Source: an optimization exercise on an open RTL-to-GDS flow (aim: small area). Production flows keep margins and buffers that such runs may drop. RTL that was checked went through simulation tests only; none was proved equivalent to the original. Power and IR drop assume default switching activity.

==> flow/design.v <==
module diwall_top (
    input  logic        clk,
    input  logic        rst_n,
    input  logic [11:0] csr_addr,
    input  logic [31:0] csr_wdata,
    input  logic [63:0] hpm0,
    input  logic [63:0] hpm1,
    input  logic [63:0] hpm2,
    output logic [1:0]  alert,
    output logic        alert_jamming,
    output logic        detect_done,
    output logic        ewma_done,
    output logic        enable_detect,
    output logic [31:0] ewma_rssi
);
  logic armed;    
  logic en;       
  logic an;       
  logic dd;       
  logic init;     
  logic valid;    
  logic jam;      
  logic        v0, v1;      
  logic [30:2] rx;          
  logic        rs;          
  logic [30:0] q;           
  logic        qs;          
  logic        cy;          
  localparam int CUT = 17;
  localparam logic [30:0] LOOK = 31'h22aaa8a2;
  wire csr_hit  = (csr_addr == 12'h320);
  wire arm_wr   = csr_hit & ~|csr_wdata;
  wire disarm_wr= csr_hit & &csr_wdata;
  wire busy     = en | an | (dd & init);    
  wire start    = armed & disarm_wr;
  wire ld_init  = start & ~init;
  wire ld_sum   = an & init;
  wire gt0 = (|hpm0[63:6]) | (&hpm0[5:3]);
  wire gt1 = (|hpm1[63:10]) | (hpm1[9] & (hpm1[8] | hpm1[7] |
             (hpm1[6] & (hpm1[5] | (hpm1[4] & (hpm1[3] | hpm1[2]))))));
  logic [30:0] op_r, op_a, op_b, s, c, h, g, sum;
  logic [31:0] k;
  always_comb begin
    op_r = {2'b00, rx[30:2]};
    op_a = {1'b0, q[30:1]};
    op_b = {2'b00, q[30:2]};
    s = op_r ^ op_a ^ op_b;
    c = {(op_r[29:0] & op_a[29:0]) | (op_r[29:0] & op_b[29:0]) | (op_a[29:0] & op_b[29:0]), 1'b0};
    h = s ^ c;
    g = s & c;
    k = '0;
    sum[0] = s[0];
    for (int i = 1; i < 31; i++) begin
      logic ci;
      if (!LOOK[i-1]) begin
        ci = (i == CUT) ? cy : k[i];
        k[i+1] = g[i] | (h[i] & ci);
        sum[i] = h[i] ^ ci;
        if (LOOK[i]) begin
          k[i+2]   = g[i+1] | (h[i+1] & g[i]) | (h[i+1] & h[i] & ci);
          sum[i+1] = h[i+1] ^ k[i+1];
        end
      end
    end
  end
  wire all_hi = &{qs, q[30:8]};
  wire above  = all_hi & q[7] & q[6];
  wire ge_lcl = all_hi & q[7] & (q[6] | q[5] | (q[4] & (q[3] | (q[2] & q[1]))));
  wire jam_nx = above | ~ge_lcl;
  always_ff @(posedge clk, negedge rst_n) begin
    if (!rst_n) begin
      armed <= 1'b0;
      en    <= 1'b0;
      an    <= 1'b0;
      dd    <= 1'b0;
      init  <= 1'b0;
      valid <= 1'b0;
      jam   <= 1'b0;
      qs    <= 1'b0;
      q[0]  <= 1'b0;
    end else begin
      armed <= ~busy & (armed ? ~disarm_wr : arm_wr);
      en    <= start;
      an    <= en;
      dd    <= an;
      init  <= init | dd;
      valid <= valid | ld_sum;
      if (dd & init) jam <= jam_nx;
      if (ld_sum) begin
        qs   <= rs;
        q[0] <= sum[0];
      end
    end
  end
  always_ff @(posedge clk) begin
    cy <= k[CUT];
    if (en) begin
      v0 <= gt0;
      v1 <= gt1;
    end
    if (start) begin
      rs <= hpm2[31];
      rx <= hpm2[30:2];
    end
    if (ld_sum) q[30:1] <= sum[30:1];
    else if (ld_init) q[30:1] <= hpm2[30:1];
  end
  assign enable_detect = en;
  assign detect_done   = dd;
  assign ewma_done     = init ? dd : an;
  assign alert         = {dd & v0, dd & v0 & v1};
  assign alert_jamming = jam;
  assign ewma_rssi     = {qs, q[30:1] & {30{valid}}, q[0]};
endmodule
export LEC_CHECK = 0
export CAP_MARGIN = 20
export CORE_MARGIN = 2
export CORE_UTILIZATION = 40
export SLEW_MARGIN = 20
create_clock -name core_clock -period 5.0 [get_ports {clk}]
standard.sh (not shown) runs the stock make flow with config.mk's settings and CLKGATE_MAP_FILE= SYNTH_SCRIPT=/design/flow/synth_recipe.tcl, a recipe that flattens the netlist after the stock synthesis.
==> flow/flow/run.sh <==
#!/bin/bash
# The standard layout, with the smallest buffer (buf_1) on every input and
# output port, and a clock tree of small buffers without dummy loads.
set -euo pipefail
bash standard.sh BUFFER_PORTS_ARGS="-buffer_cell sky130_fd_sc_hd__buf_1" \
  CTS_ARGS="-sink_clustering_enable -repair_clock_nets -dont_use_dummy_load -buf_list {sky130_fd_sc_hd__clkbuf_4 sky130_fd_sc_hd__clkbuf_8}" \
  finish > orfs_make.log 2>&1
The starting point produced a layout that fails on negative setup slack.
Next try:
--- a/flow/design.v
+++ b/flow/design.v
@@ -26,9 +26,9 @@
   logic [30:0] q;           
   logic        qs;          
   logic        cy;          
   localparam int CUT = 17;
-  localparam logic [30:0] LOOK = 31'h22aaa8a2;
+  localparam logic [30:0] LOOK = 31'h22a8aaa2;
   wire csr_hit  = (csr_addr == 12'h320);
   wire arm_wr   = csr_hit & ~|csr_wdata;
   wire disarm_wr= csr_hit & &csr_wdata;
   wire busy     = en | an | (dd & init);    
With this change the flow passed the timing, design-rule and antenna checks.
Synthesized area stays flat.
Setup slack gains 0.38 ns.
Core utilization decreases by 0.69 points.
Non-clock buffer count came out lower by 8.
Total power hardly moves.
Function not checked in the first run of this note: the RTL went through the layout flow alone.

---

diwall_top, a different RTL version from the one above (not shown whole).
Size in the first run: ~72 flip-flops, about 280 I/O pins, roughly 0.0050 mm^2 of cells after synthesis.
==> module diwall_top, before the edit <==
module diwall_top (
    input  logic        clk,
    input  logic        rst_n,
    input  logic [11:0] csr_addr,
    input  logic [31:0] csr_wdata,
    input  logic [63:0] hpm0,
    input  logic [63:0] hpm1,
    input  logic [63:0] hpm2,
    output logic [1:0]  alert,
    output logic        alert_jamming,
    output logic        detect_done,
    output logic        ewma_done,
    output logic        enable_detect,
    output logic [31:0] ewma_rssi
);
  logic armed;    
  logic en;       
  logic an;       
  logic dd;       
  logic init;     
  logic valid;    
  logic jam;      
  logic        v0, v1;      
  logic [30:2] rx;          
  logic        rs;          
  logic [30:0] q;           
  logic        qs;          
  logic        cy;          
  localparam int CUT = 17;
  wire csr_hit  = (csr_addr == 12'h320);
  wire arm_wr   = csr_hit & ~|csr_wdata;
  wire disarm_wr= csr_hit & &csr_wdata;
  wire busy     = en | an | (dd & init);    
  wire start    = armed & disarm_wr;
  wire ld_init  = start & ~init;
  wire ld_sum   = an & init;
  wire gt0 = (|hpm0[63:6]) | (&hpm0[5:3]);
  wire gt1 = (|hpm1[63:10]) | (hpm1[9] & (hpm1[8] | hpm1[7] |
             (hpm1[6] & (hpm1[5] | (hpm1[4] & (hpm1[3] | hpm1[2]))))));
  logic [30:0] op_r, op_a, op_b, s, c, h, g, sum;
  logic [31:0] k;
  always_comb begin
    op_r = {2'b00, rx[30:2]};
    op_a = {1'b0, q[30:1]};
    op_b = {2'b00, q[30:2]};
    s = op_r ^ op_a ^ op_b;
    c = {(op_r[29:0] & op_a[29:0]) | (op_r[29:0] & op_b[29:0]) | (op_a[29:0] & op_b[29:0]), 1'b0};
    h = s ^ c;
    g = s & c;
    k = '0;
    sum[0] = s[0];
    for (int i = 1; i < 31; i += 2) begin
      logic ci;
      ci = (i == CUT) ? cy : k[i];
      k[i+1] = g[i] | (h[i] & ci);
      sum[i] = h[i] ^ ci;
      if (i < 30) begin
        k[i+2]   = g[i+1] | (h[i+1] & g[i]) | (h[i+1] & h[i] & ci);
        sum[i+1] = h[i+1] ^ k[i+1];
      end
    end
  end
  wire all_hi = &{qs, q[30:8]};
  wire above  = all_hi & q[7] & q[6];
  wire ge_lcl = all_hi & q[7] & (q[6] | q[5] | (q[4] & (q[3] | (q[2] & q[1]))));
  wire jam_nx = above | ~ge_lcl;
  always_ff @(posedge clk, negedge rst_n) begin
    if (!rst_n) begin
      armed <= 1'b0;
      en    <= 1'b0;
      an    <= 1'b0;
      dd    <= 1'b0;
      init  <= 1'b0;
      valid <= 1'b0;
      jam   <= 1'b0;
      qs    <= 1'b0;
      q[0]  <= 1'b0;
    end else begin
      armed <= ~busy & (armed ? ~disarm_wr : arm_wr);
      en    <= start;
      an    <= en;
      dd    <= an;
      init  <= init | dd;
      valid <= valid | ld_sum;
      if (dd & init) jam <= jam_nx;
      if (ld_sum) begin
        qs   <= rs;
        q[0] <= sum[0];
      end
    end
  end
  always_ff @(posedge clk) begin
    cy <= k[CUT];
    if (en) begin
      v0 <= gt0;
      v1 <= gt1;
    end
    if (start) begin
      rs <= hpm2[31];
      rx <= hpm2[30:2];
    end
    if (ld_sum) q[30:1] <= sum[30:1];
    else if (ld_init) q[30:1] <= hpm2[30:1];
  end
  assign enable_detect = en;
  assign detect_done   = dd;
  assign ewma_done     = init ? dd : an;
  assign alert         = {dd & v0, dd & v0 & v1};
  assign alert_jamming = jam;
  assign ewma_rssi     = {qs, q[30:1] & {30{valid}}, q[0]};
endmodule
Settings: LEC_CHECK=0, CAP_MARGIN=20, CORE_MARGIN=2, CORE_UTILIZATION=40, SLEW_MARGIN=20; clock period 5.0 ns.
run.sh (not shown) runs the stock make flow with config.mk's settings and CLKGATE_MAP_FILE= SYNTH_SCRIPT=/design/flow/synth_recipe.tcl, a recipe that flattens the netlist after the stock synthesis.
Stock flow here: none of the scripts above is used.
The first run finished with timing, DRC and antenna clean.
Rerun with:
--- a/flow/design.v
+++ b/flow/design.v
@@ -23,44 +23,37 @@
   logic        v0, v1;      
   logic [30:2] rx;          
   logic        rs;          
   logic [30:0] q;           
   logic        qs;          
   logic        cy;          
-  localparam int CUT = 17;
+  localparam int CUT = 16;
   wire csr_hit  = (csr_addr == 12'h320);
   wire arm_wr   = csr_hit & ~|csr_wdata;
   wire disarm_wr= csr_hit & &csr_wdata;
   wire busy     = en | an | (dd & init);    
   wire start    = armed & disarm_wr;
   wire ld_init  = start & ~init;
   wire ld_sum   = an & init;
   wire gt0 = (|hpm0[63:6]) | (&hpm0[5:3]);
   wire gt1 = (|hpm1[63:10]) | (hpm1[9] & (hpm1[8] | hpm1[7] |
              (hpm1[6] & (hpm1[5] | (hpm1[4] & (hpm1[3] | hpm1[2]))))));
-  logic [30:0] op_r, op_a, op_b, s, c, h, g, sum;
+  logic [30:0] op_r, op_a, op_b, cs_s, cs_c, sum;
   logic [31:0] k;
   always_comb begin
     op_r = {2'b00, rx[30:2]};
     op_a = {1'b0, q[30:1]};
     op_b = {2'b00, q[30:2]};
-    s = op_r ^ op_a ^ op_b;
-    c = {(op_r[29:0] & op_a[29:0]) | (op_r[29:0] & op_b[29:0]) | (op_a[29:0] & op_b[29:0]), 1'b0};
-    h = s ^ c;
-    g = s & c;
+    cs_s = op_r ^ op_a ^ op_b;
+    cs_c = {(op_r[29:0] & op_a[29:0]) | (op_r[29:0] & op_b[29:0]) | (op_a[29:0] & op_b[29:0]), 1'b0};
     k = '0;
-    sum[0] = s[0];
-    for (int i = 1; i < 31; i += 2) begin
+    for (int i = 0; i < 31; i++) begin
       logic ci;
       ci = (i == CUT) ? cy : k[i];
-      k[i+1] = g[i] | (h[i] & ci);
-      sum[i] = h[i] ^ ci;
-      if (i < 30) begin
-        k[i+2]   = g[i+1] | (h[i+1] & g[i]) | (h[i+1] & h[i] & ci);
-        sum[i+1] = h[i+1] ^ k[i+1];
-      end
+      sum[i]  = cs_s[i] ^ cs_c[i] ^ ci;
+      k[i+1]  = (cs_s[i] & cs_c[i]) | (cs_s[i] & ci) | (cs_c[i] & ci);
     end
   end
   wire all_hi = &{qs, q[30:8]};
   wire above  = all_hi & q[7] & q[6];
   wire ge_lcl = all_hi & q[7] & (q[6] | q[5] | (q[4] & (q[3] | (q[2] & q[1]))));
   wire jam_nx = above | ~ge_lcl;
The new run finished with setup timing left.
Global-route usage shrinks by 1.2 points.
Wire length shrinks by 8.5%.
Non-clock buffer count grows by 23.
Clock skew barely changes.
Combinational power is about the same.
Cell area shrinks by 2.8%.

## port drivers added, routing unchanged
Ports are ideal in the flow. The routed layouts listed here were re-timed in OpenROAD. Step 1 assumes that a clkbuf_16 drives the clock port and a buf_2 every other input. Step 2 adds t to the input delays and takes it off the output delays; t is the mean of the earliest and latest rising clock arrival at the registers after step 1. Input paths then give back, and output paths get back, about the clock's delay inside the block. Three values: no drivers, after step 1, after step 2; two values: the first two.
run | shift t [ns] | setup slack, ns | worst setup path after step 2
the first run of note 1 | 0.361 | -0.043 / -0.043 / -0.043 | register to register
the second run of note 1 | 0.369 | 0.342 / 0.342 / 0.342 | register to register
the first run of note 2 | 0.363 | 1.186 / 1.186 / 1.186 | register to register
the second run of note 2 | 0.358 | -1.577 / -1.577 / -1.577 | register to register
